This design comes from an exercise in tuning for small area, a short achievable clock period and few clock cycles per item on the open sky130 flow, not from production work.
Where RTL was checked, it was by simulation tests only, not by an equivalence proof against the original.
Power figures rest on the tool's default switching activity, not on a simulated workload.

==> flow/design.v <==
module conv_single(input [8:0] kernel, input [8:0] window, output act_sign);
wire [8:0] m = kernel ~^ window;
wire sa = m[0] ^ m[1] ^ m[2];
wire ca = (m[0] & m[1]) | (m[0] & m[2]) | (m[1] & m[2]);
wire sb = m[3] ^ m[4] ^ m[5];
wire cb = (m[3] & m[4]) | (m[3] & m[5]) | (m[4] & m[5]);
wire e5 = ca & cb & (sa | sb);
wire e4 = (ca & cb) | ((ca | cb) & sa & sb);
wire e3 = (ca & cb) | ((ca | cb) & (sa | sb));
wire e2 = ca | cb | (sa & sb);
wire l1 = m[6] | m[7] | m[8];
wire l2 = (m[6] & m[7]) | (m[6] & m[8]) | (m[7] & m[8]);
wire l3 = m[6] & m[7] & m[8];
assign act_sign = e5 | (e4 & l1) | (e3 & l2) | (e2 & l3);
endmodule
module pipelined_conv(
	input clk,
	input [15:0] input_row,
	input [8:0] weights_in,
	input m12, m16,		 
	output reg [13:0] conv_out);
reg [15:0] R1, R2;
reg [8:0] K;
wire [13:0] sign_acts;
always @(posedge clk) begin
	R1 <= input_row;
	R2 <= R1;
	K <= weights_in;
end
genvar k;
generate
	for (k = 0; k < 14; k = k + 1) begin : g_conv
		conv_single u(.kernel(K),
			.window({input_row[k+2:k], R1[k+2:k], R2[k+2:k]}),
			.act_sign(sign_acts[k]));
	end
endgenerate
always @(posedge clk)
	conv_out <= {sign_acts[13:10] & {4{m16}}, sign_acts[9:8] & {2{m12}}, sign_acts[7:0]};
endmodule
module controller(input reset_b,
		  input clk,
		  input dut_run,
		  input [15:0] input_mdr,
		  output reg busy_out,
		  output reg output_write_en,
		  output reg [11:0] input_mar,
		  output reg [11:0] output_mar,
		  output reg m12, m16
		 );
localparam [1:0] ROW = 2'd0, DIMA = 2'd1, DIMD = 2'd2, DONE = 2'd3;
reg busy;		 
reg [1:0] st;
reg [3:0] c;		 
reg v;			 
wire idle = !busy;
wire is_row = busy && st == ROW;
wire is_dimd = busy && st == DIMD;
wire zero = !(input_mdr[3] | input_mdr[4]);
wire last = c[3] & c[0] & (!m12 | c[1] & (!m16 | c[2]));
wire done = st[1] & (st[0] | zero);
always @(posedge clk or negedge reset_b)
	if (!reset_b) begin
		busy <= 1'b0;
		busy_out <= 1'b0;
		v <= 1'b0;
		output_write_en <= 1'b0;
	end else begin
		v <= is_row && (c[3] | c[2] | c[1]);
		output_write_en <= v;
		busy_out <= busy ? !done : dut_run;
		if (idle)
			busy <= dut_run;
		else if (st == DONE || (st == DIMD && zero))
			busy <= 1'b0;
	end
always @(posedge clk) begin
	if (idle) st <= zero ? DONE : ROW;
	else case (st)
		ROW: if (last) st <= DIMA;
		DIMA: st <= DIMD;
		DIMD: st <= ROW;
		DONE: st <= ROW;
	endcase
	if (idle) input_mar <= {10'd0, dut_run, 1'b0};
	else input_mar <= input_mar + {10'd0, is_row & last, !(is_row & last)};
	if (idle) output_mar <= 12'd0;
	else if (output_write_en) output_mar <= output_mar + 12'd1;
	c <= (is_row | is_dimd) ? c + 4'd1 : 4'd0;
	if (idle | is_dimd) begin
		m16 <= input_mdr[4];
		m12 <= input_mdr[4] | input_mdr[2];
	end
end
endmodule
module top_without_mem(input dut_run, reset_b, clk,
		       output dut_busy,
		       input[15:0] sram_dut_read_data, wmem_dut_read_data,
		       output[15:0] dut_sram_write_data,
		       output[11:0] dut_sram_write_address, dut_sram_read_address,
		       output[11:0] dut_wmem_read_address, output dut_sram_write_enable
			);
wire m12, m16;
wire [13:0] conv_out;
controller u1(.reset_b(reset_b), .clk(clk), .dut_run(dut_run),
		.input_mdr(sram_dut_read_data), .busy_out(dut_busy),
		.output_write_en(dut_sram_write_enable),
		.input_mar(dut_sram_read_address),
		.output_mar(dut_sram_write_address),
		.m12(m12), .m16(m16));
pipelined_conv u2(.clk(clk), .input_row(sram_dut_read_data),
		.weights_in(wmem_dut_read_data[8:0]),
		.m12(m12), .m16(m16), .conv_out(conv_out));
assign dut_wmem_read_address = 12'd1;
assign dut_sram_write_data = {2'b0, conv_out};
endmodule
Settings: LEC_CHECK=0, CAP_MARGIN=20, CORE_MARGIN=2, CORE_UTILIZATION=60, SETUP_SLACK_MARGIN=4.2, SLEW_MARGIN=20; clock period 6.5 ns.
standard.sh (not shown) runs the stock make flow with config.mk's settings and CLKGATE_MAP_FILE= SYNTH_SCRIPT=/design/flow/synth_recipe.tcl, a recipe that flattens the netlist after the stock synthesis.
==> flow/flow/run.sh <==
#!/bin/bash
# The standard layout, with two changes: ABC maps the logic with an area-oriented script
# (flow/abc.script, through flow/synth.tcl), and the ports get plain buffers, not delay cells.
set -euo pipefail
W=$(pwd)
export BUFFER_PORTS_ARGS="-buffer_cell sky130_fd_sc_hd__buf_1"
export FLOW_ABC_SCRIPT="$W/flow/abc.script"
bash standard.sh SYNTH_SCRIPT="$W/flow/synth.tcl" finish > standard.log 2>&1
==> flow/flow/abc.script <==
&get -n
&st
&dch
&nf -a
&put
topo
stime -c
==> flow/flow/synth.tcl <==
# synth_recipe.tcl (the standard synthesis script), except that ABC maps the logic with
# flow/abc.script instead of ORFS's abc_speed.script. Registers are mapped before ABC runs,
# so they are the standard synthesis's.
proc synth {args} { yosys synth -nofsm -noshare {*}$args }
proc abc {args} {
  set i [lsearch $args -script]
  if {$i >= 0} { set args [lreplace $args [expr {$i+1}] [expr {$i+1}] $::env(FLOW_ABC_SCRIPT)] }
  yosys abc {*}$args
}
source $::env(SCRIPTS_DIR)/synth.tcl
# left out here: clear keep_hierarchy, flatten, clean up, hide names made inside functions, write 1_2_yosys.v
Testbench counts at the start, summed over its fixed seeds: cycles 42,580, items 33,100.
Edit:
--- a/flow/design.v
+++ b/flow/design.v
@@ -43,5 +43,5 @@
 		  input dut_run,
 		  input [15:0] input_mdr,
-		  output reg busy_out,
+		  output reg busy,
 		  output reg output_write_en,
 		  output reg [11:0] input_mar,
@@ -50,5 +50,4 @@
 		 );
 localparam [1:0] ROW = 2'd0, DIMA = 2'd1, DIMD = 2'd2, DONE = 2'd3;
-reg busy;		 
 reg [1:0] st;
 reg [3:0] c;		 
@@ -59,9 +58,8 @@
 wire zero = !(input_mdr[3] | input_mdr[4]);
 wire last = c[3] & c[0] & (!m12 | c[1] & (!m16 | c[2]));
-wire done = st[1] & (st[0] | zero);
 always @(posedge clk or negedge reset_b)
 	if (!reset_b) begin
 		busy <= 1'b0;
-		busy_out <= 1'b0;
+		st <= ROW;
 		v <= 1'b0;
 		output_write_en <= 1'b0;
@@ -69,18 +67,18 @@
 		v <= is_row && (c[3] | c[2] | c[1]);
 		output_write_en <= v;
-		busy_out <= busy ? !done : dut_run;
-		if (idle)
+		if (idle) begin
 			busy <= dut_run;
-		else if (st == DONE || (st == DIMD && zero))
-			busy <= 1'b0;
+			st <= zero ? DONE : ROW;
+		end else case (st)
+			ROW: if (last) st <= DIMA;
+			DIMA: st <= DIMD;
+			DIMD: begin
+				st <= ROW;
+				if (zero) busy <= 1'b0;
+			end
+			DONE: busy <= 1'b0;
+		endcase
 	end
 always @(posedge clk) begin
-	if (idle) st <= zero ? DONE : ROW;
-	else case (st)
-		ROW: if (last) st <= DIMA;
-		DIMA: st <= DIMD;
-		DIMD: st <= ROW;
-		DONE: st <= ROW;
-	endcase
 	if (idle) input_mar <= {10'd0, dut_run, 1'b0};
 	else input_mar <= input_mar + {10'd0, is_row & last, !(is_row & last)};
@@ -104,5 +102,5 @@
 wire [13:0] conv_out;
 controller u1(.reset_b(reset_b), .clk(clk), .dut_run(dut_run),
-		.input_mdr(sram_dut_read_data), .busy_out(dut_busy),
+		.input_mdr(sram_dut_read_data), .busy(dut_busy),
 		.output_write_en(dut_sram_write_enable),
 		.input_mar(dut_sram_read_address),
After rerunning: Synthesized area hardly moves. Design area climbs by 0.32%. Global-route usage goes down by 0.21 points. Routed wire length came out higher by 1.0%. Core utilization went up by 0.22 points. Sequential share of layout area decreases by 0.73 points. Via count rises by 0.53%. Clock skew goes up by 5.2 ps. Critical path depth does not change. Synthesized cell count came out higher by 4.9%. Worst hold slack improves by 3.0 ps. Fmax fell by 2.3%. Sequential power is lower by about 4%.
No functional check of the RTL was part of the second run of this note.

afterwards: timing with drivers on the ports:
Ports are ideal in the flow. The routed layouts listed here were re-timed in OpenROAD. Step 1: set_driving_cell puts a clkbuf_16 on clk and a buf_2 on each other input, an assumption about the parent block. Step 2 adds t to the input delays and takes it off the output delays; t is the mean of the earliest and latest rising clock arrival at the registers after step 1. Input paths then give back, and output paths get back, about the clock's delay inside the block. a / b / c = no drivers / after step 1 / after step 2; a / b = the first two.
run | shift t [ns] | setup slack, ns | worst setup path after step 2
the first run | 0.393 | 4.262 / 4.228 / 4.024 | input to register
the second run | 0.385 | 4.209 / 4.176 / 3.936 | input to register
After both steps every run listed still meets setup and hold. For the second run, which loses most, drivers alone change the setup slack by -0.033 ns; drivers and shift together by -0.273 ns.
